Context: an optimization exercise on an open-source flow, tuned for low power. The choices shown serve that exercise and are no tape-out recipe.
Only simulation tests tie the RTL to the original design; equivalence was not proved.
Power figures rest on the tool's default switching activity, not on a simulated workload.

== v54 ==
Design spi_ram_controller, start of the top module:
module spi_ram_controller #(parameter DATA_WIDTH_BYTES=4, parameter ADDR_BITS=16) (
    input clk,
    input rstn,
    input  spi_miso,
    output spi_select,
    output spi_mosi,
    input [ADDR_BITS-1:0]           addr_in,
    input [DATA_WIDTH_BYTES*8-1:0]  data_in,
    input                           start_read,
    input                           start_write,
    output [DATA_WIDTH_BYTES*8-1:0] data_out,
    output                          busy
);
    reg [5:0] cnt;
    reg busy_r;
    reg writing, miso_buf;
    reg [15:0] addr;
    reg [31:0] data;
    wire go = !busy_r & (start_read | start_write);
    always @(posedge clk)
        if (!rstn) begin cnt <= 0; busy_r <= 0; end
        else begin
            if (go) begin cnt <= 0; busy_r <= 1; end
            else if (busy_r) begin
                cnt <= cnt + 1;
                if (cnt == 6'd55) busy_r <= 0;
            end
        end
    wire addr_ph = busy_r & (cnt[5:4] == 2'b01 || cnt[5:3] == 3'b001);
    wire data_ph = busy_r & (cnt[5] | (cnt[4] & cnt[3]));
    always @(posedge clk) begin
        if (!rstn) begin addr <= 0; writing <= 0; end
        else if (go) begin addr <= addr_in; writing <= start_write; end
        else if (addr_ph) addr <= {addr[14:0], 1'b0};
    end
    always @(negedge clk) miso_buf <= spi_miso;
    always @(posedge clk)
        if (!rstn) data <= 0; 
        else if (!busy_r & start_write) data <= data_in;
  ...
For scale: roughly 2800 sq um of cells after synthesis.
Settings: LEC_CHECK=0, ABC_AREA=1, CAP_MARGIN=20, CORE_MARGIN=2, CORE_UTILIZATION=40, SLEW_MARGIN=20; clock period 5.0 ns.
standard.sh (not shown) runs the stock make flow with config.mk's settings and CLKGATE_MAP_FILE= SYNTH_SCRIPT=/design/flow/synth_recipe.tcl, a recipe that flattens the netlist after the stock synthesis.
==> flow/flow/run.sh <==
#!/bin/bash
# Standard ORFS layout with power-oriented options:
#  - CTS without dummy loads, small clock buffers
#  - port buffers of the smallest buffer cell
set -euo pipefail
export CTS_ARGS="-sink_clustering_enable -repair_clock_nets -dont_use_dummy_load -buf_list sky130_fd_sc_hd__clkbuf_4"
export BUFFER_PORTS_ARGS="-buffer_cell sky130_fd_sc_hd__buf_1"
bash standard.sh > standard.log 2>&1
v54: flow completed, timing, DRC and antenna clean
#### Input delta (v49 over v54)
- ABC_AREA removed (was 1)
==> run summary <==
Looking at most frequent standard cell in the layout excluding fill and tap cells, the nand2_1 result is from v54; the buf_1 one comes from v49. Setup slack in v49 is larger than in v54. Diff v54 -> v49 | number of cells on the worst reg-to-reg path | decrease of 1. Largest net degree at the start of global routing: v49 vs v54 up 20. Total leakage power ended up 0.070 nW higher on v49 than on v54. Looking at main combinational cell family by area after synthesis, the simple AND/OR/NAND/NOR gates result is from v54; the compound AO/OA/AOI/OAI gates one comes from v49. Power came out higher on v49 than on v54. Re global-route usage: v49 is 3.3 points down on v54. Re number of inserted filler cells in the final layout: v49 and v54 aren't equal, and the lower value belongs to v49. What v54 reported for routed wire length has to be multiplied by 0.821 to get the figure for v49.
Setup changes, v49 to v26
- PLACE_DENSITY now 0.9, previously not set
- ABC_AREA now 1, previously not set
[summary]
- met3 track demand over resource in global routing came out lower on v26 than on v49.
- Re layout overhead on the synthesized area: v26 is 1.0 points up on v49.
- In v26 relative to v49, met2 wirelength from detailed routing had gone up by more than a quarter.
- Final instance area: higher on v26
The following lists how v4 was set up differently from v26:
- PLACE_DENSITY removed (was 0.9)
- ABC_AREA removed (was 1)
==> flow/flow/run.sh <==
#!/bin/bash
# Standard ORFS layout, but CTS without dummy loads and with small clock buffers.
set -euo pipefail
export CTS_ARGS="-sink_clustering_enable -repair_clock_nets -dont_use_dummy_load -buf_list sky130_fd_sc_hd__clkbuf_4"
bash standard.sh > standard.log 2>&1
==> run summary <==
- Diff v26 -> v4: area added between synthesis and finish went up by 19 points; power density normalized to cell area comparable.
- Going from v26 to v4, final design area excluding fillers higher, combined flip-flop and latch cell area saw little to no change, buffer count excluding the clock tree in the final layout dropped 2.2%.
## Diff of input files: v42 against v4
- setting ABC_AREA to 1 for the first time
diff --git a/flow/flow/run.sh b/flow/flow/run.sh
--- a/flow/flow/run.sh
+++ b/flow/flow/run.sh
@@ -2 +2,4 @@
-# Standard ORFS layout, but CTS without dummy loads and with small clock buffers.
+# Standard ORFS layout with power-oriented options:
+#  - CTS without dummy loads, small clock buffers
+#  - port buffers of the smallest buffer cell
+#  - power recovery after global routing
@@ -4,0 +8,2 @@
+export BUFFER_PORTS_ARGS="-buffer_cell sky130_fd_sc_hd__buf_1"
+export RECOVER_POWER=100
==> comparison <==
Where setup slack is concerned, v4 is outperformed by v42. | arrival time at the worst endpoint | lower: v4 |. When v42 is measured against v4, its detailed router's first-iteration violation count turns out 42 higher. Of the two values seen for launching element of the worst setup path, spi_miso was produced by v4 and busy_r$_SDFF_PN0_ by v42. v42: flow complete, layout not clean; failing: capacitance limit, slew limit.
